Context: an optimization exercise on an open-source flow, tuned for small area. The choices shown serve that exercise and are no tape-out recipe.
In this exercise RTL edits were held to simulation tests only and were not proved equivalent to the original.

== try-cedar ==
// fpu_top
module fpu_top(
    input clk,
    input [31:0] a,
    input [31:0] b,
    input [1:0] op,
    output [31:0] out
    );
    wire [22:0] f1n_S0, f2n_S0;
    wire [7:0] e_S0;
    wire [4:0] d_S0;
    wire s_S0, sub_S0, is_mul_S0, is_add_S0;
    fpu_unpack unpack (.a(a), .b(b), .op(op),
                       .f1n(f1n_S0), .f2n(f2n_S0), .e(e_S0), .d(d_S0), .s(s_S0),
                       .sub(sub_S0), .is_mul(is_mul_S0), .is_add(is_add_S0));
    reg [22:0] f1n_S1, f2n_S1;
    reg [7:0] e_S1;
    reg [4:0] d_S1;
    reg s_S1, sub_S1, is_mul_S1, is_add_S1;
    always @ (posedge clk) begin
        f1n_S1 <= f1n_S0;
        f2n_S1 <= f2n_S0;
        e_S1 <= e_S0;
        d_S1 <= d_S0;
        s_S1 <= s_S0;
        sub_S1 <= sub_S0;
        is_mul_S1 <= is_mul_S0;
        is_add_S1 <= is_add_S0;
    end
    wire [24:0] u_S1;
    fpu_compute compute (.f1n(f1n_S1), .f2n(f2n_S1), .d(d_S1), .is_mul(is_mul_S1),
                         .is_add(is_add_S1), .sub(sub_S1), .u(u_S1));
    reg [24:0] u_S2;
    reg [7:0] e_S2;
    reg s_S2, sub_S2;
    always @ (posedge clk) begin
        u_S2 <= u_S1;
        e_S2 <= e_S1;
        s_S2 <= s_S1;
        sub_S2 <= sub_S1;
    end
    wire [30:0] res_S2;
    fpu_normalize normalize (.u(u_S2), .sub(sub_S2), .e(e_S2), .res(res_S2));
    reg [31:0] r3, r4, r5;
    always @ (posedge clk) begin
        r3 <= {s_S2, res_S2};
        r4 <= r3;
        r5 <= r4;
    end
    assign out = r5;
endmodule
Size: roughly 190 flip-flops, roughly 19000 µm² of cells after synthesis.
==> flow/config.mk <==
export PLATFORM = sky130hd
export DESIGN_NAME = fpu_top
export DESIGN_NICKNAME = fpu_top
export VERILOG_FILES = /design/flow/design.v
export SDC_FILE = /design/flow/constraint.sdc
export NUM_CORES = 4
export LEC_CHECK = 0
export CAP_MARGIN = 20
export CORE_MARGIN = 2
export CORE_UTILIZATION = 40
export PLACE_DENSITY = 0.9
export SLEW_MARGIN = 20
export SYNTH_HIERARCHICAL = 1
export SYNTH_MINIMUM_KEEP_SIZE = 0
==> flow/constraint.sdc <==
create_clock -name core_clock -period 7.5 [get_ports {clk}]
set_input_delay 1.5000 -clock core_clock [delete_from_list [all_inputs] [get_ports {clk}]]
set_output_delay 1.5000 -clock core_clock [all_outputs]
set_load 0.01 [all_outputs]
standard.sh (not shown) runs the stock make flow with config.mk's settings and CLKGATE_MAP_FILE= SYNTH_SCRIPT=/design/flow/synth_recipe.tcl, a recipe that flattens the netlist after the stock synthesis.
==> flow/flow/run.sh <==
#!/bin/bash
# Standard ORFS layout with two changes:
#  - synthesis runs flow/synth.tcl: the standard flow's synthesis script, except that the
#    final ABC mapping of the modules outside the multiplier stage uses an
#    area-oriented ABC script (flow/area.abc);
#  - the input and output ports are buffered with sky130_fd_sc_hd__buf_1
#    instead of the delay buffer that buffer_ports picks by default.
# make's full output goes to flow.log (ORFS's per-step logs are in orfs/logs).
bash standard.sh SYNTH_SCRIPT=$PWD/flow/synth.tcl "BUFFER_PORTS_ARGS=-buffer_cell sky130_fd_sc_hd__buf_1" finish > flow.log 2>&1
==> flow/flow/area.abc <==
strash
dch -f
amap
==> flow/flow/area2.abc <==
strash
dc2
dch -f
amap
==> flow/flow/synth.tcl <==
# The standard flow's synthesis script (synth_recipe.tcl) with two changes:
#  - the final ABC mapping uses ORFS's speed script only for the final adder
#    of the multiplier (fpu_cpa); the other modules are mapped with the
#    area-oriented ABC scripts named below (files next to this one);
#  - full and half adder cells are extracted only in the adder cell modules
#    fpu_fa and fpu_ha (elsewhere ABC maps the logic).
# Everything else, registers included, is as in synth_recipe.tcl.
proc synth {args} { yosys synth -nofsm -noshare {*}$args }
set my_here [file dirname [file normalize [info script]]]
set my_abc_map [list \
  [list {fpu_cpa} {}] \
  [list {fpu_compute fpu_top fpu_fa fpu_ha} area.abc] \
  [list {fpu_unpack fpu_normalize} area2.abc]]
proc abc {args} {
  foreach m $::my_abc_map {
    lassign $m mods script
    set a $args
    if {$script ne ""} {
      set i [lsearch -exact $a -script]
      set a [lreplace $a [expr {$i + 1}] [expr {$i + 1}] [file join $::my_here $script]]
    }
    yosys abc {*}$a {*}$mods
  }
}
proc extract_fa {args} { yosys extract_fa {*}$args fpu_fa fpu_ha }
source $::env(SCRIPTS_DIR)/synth.tcl
# left out here: clear keep_hierarchy, flatten, clean up, hide names made inside functions, write 1_2_yosys.v
No stage failed in try-cedar, and the final checks on the layout all came back clean.
Relative to try-cedar, the following input files were edited for try-yarrow:
# try-cedar
export LEC_CHECK = 0
export CAP_MARGIN = 20
export CORE_MARGIN = 2
export CORE_UTILIZATION = 40
export PLACE_DENSITY = 0.9
export SLEW_MARGIN = 20
export SYNTH_HIERARCHICAL = 1
export SYNTH_MINIMUM_KEEP_SIZE = 0
create_clock -name core_clock -period 7.5 [get_ports {clk}]
# try-yarrow
export LEC_CHECK = 0
export CAP_MARGIN = 20
export CORE_MARGIN = 2
export CORE_UTILIZATION = 60
export PLACE_DENSITY = 0.9
export SLEW_MARGIN = 20
export SYNTH_HIERARCHICAL = 1
export SYNTH_MINIMUM_KEEP_SIZE = 0
create_clock -name core_clock -period 7.5 [get_ports {clk}]
-- flow/flow/run.sh --
<<< try-cedar, line 2
# Standard ORFS layout with two changes:
>>> try-yarrow, line 2
# Standard ORFS layout (the standard.sh) with two changes:
<<< try-cedar, line 4
#    final ABC mapping of the modules outside the multiplier stage uses an
#    area-oriented ABC script (flow/area.abc);
>>> try-yarrow, line 4
#    final ABC mapping uses area-oriented ABC scripts (flow/area.abc,
#    flow/area2.abc) for every module but the multiplier's final adder, and
#    full/half adder cells are extracted only in the adder cell modules;
==> results.txt <==
Required time of the critical path down 0.07 ns in try-yarrow wrt try-cedar. try-yarrow ended up with sky130_fd_sc_hd__o311ai_2 as its slowest stage cell on the critical path; try-cedar ended up with sky130_fd_sc_hd__fa_1. try-yarrow: average detailed-routed wire length per instance 14% above try-cedar. Global-route usage ends up lower on try-cedar. Area used by multi-input combinational logic: try-yarrow vs try-cedar — no meaningful difference. try-yarrow has setup slack of the critical path after layout below what try-cedar had. Compared to try-cedar, try-yarrow has sequential share of layout area 0.19 points higher. Via density per instance was lower in try-cedar than in try-yarrow. try-yarrow — number of cells on the worst reg-to-reg path 4.3% lower, try-cedar as reference.
Here is what was changed in the inputs of try-quartz compared with try-yarrow.
# try-yarrow
export LEC_CHECK = 0
export CAP_MARGIN = 20
export CORE_MARGIN = 2
export CORE_UTILIZATION = 60
export PLACE_DENSITY = 0.9
export SLEW_MARGIN = 20
export SYNTH_HIERARCHICAL = 1
export SYNTH_MINIMUM_KEEP_SIZE = 0
create_clock -name core_clock -period 7.5 [get_ports {clk}]
# try-quartz
export LEC_CHECK = 0
export CAP_MARGIN = 20
export CORE_MARGIN = 2
export CORE_UTILIZATION = 40
export GPL_ROUTABILITY_DRIVEN = 0
export PLACE_DENSITY = 0.9
export SLEW_MARGIN = 20
export SYNTH_HIERARCHICAL = 1
export SYNTH_MINIMUM_KEEP_SIZE = 0
create_clock -name core_clock -period 7.5 [get_ports {clk}]
Notes after the runs:
- On critical path depth: between try-yarrow and try-quartz, it ends up higher for try-yarrow.
- Against try-yarrow, try-quartz comes in 40 µm higher on die width.
- try-quartz vs. try-yarrow: met3 track utilization from global routing fell 6.6 points; number of standard cells in the layout, taps in and fillers out rose 200.
- Delta (try-quartz minus try-yarrow): hold slack climbed 0.0081 ns; share of the clock period used by the worst path dropped 1.0 points.

-- static timing again, ports no longer ideal --
The flow's constraints put no driver on any port. The routed layouts listed below were extracted and timed again, unchanged, in two steps. Step 1: set_driving_cell puts a clkbuf_16 on clk and a buf_2 on each other input, an assumption about the parent block. Step 2 also shifts input and output timing later by t, the mid clock arrival at the registers, as if the neighbouring blocks saw the same clock. a / b / c = ideal / step 1 / step 2; a / b = the first two.
run	shift t [ns]	slack for setup (ns)	clock arrival spread, ns	slew at the worst register clock pin (ns)	worst data-port slew with drivers (ns)
try-cedar	0.508	0.342 / 0.342 / 0.342	0.015 / 0.015	0.09 / 0.09	0.05
try-yarrow	0.483	0.317 / 0.317 / 0.317	0.017 / 0.017	0.08 / 0.08	0.04
try-quartz	0.508	0.393 / 0.393 / 0.393	0.019 / 0.019	0.09 / 0.09	0.05
After both steps every run listed still meets setup and hold.
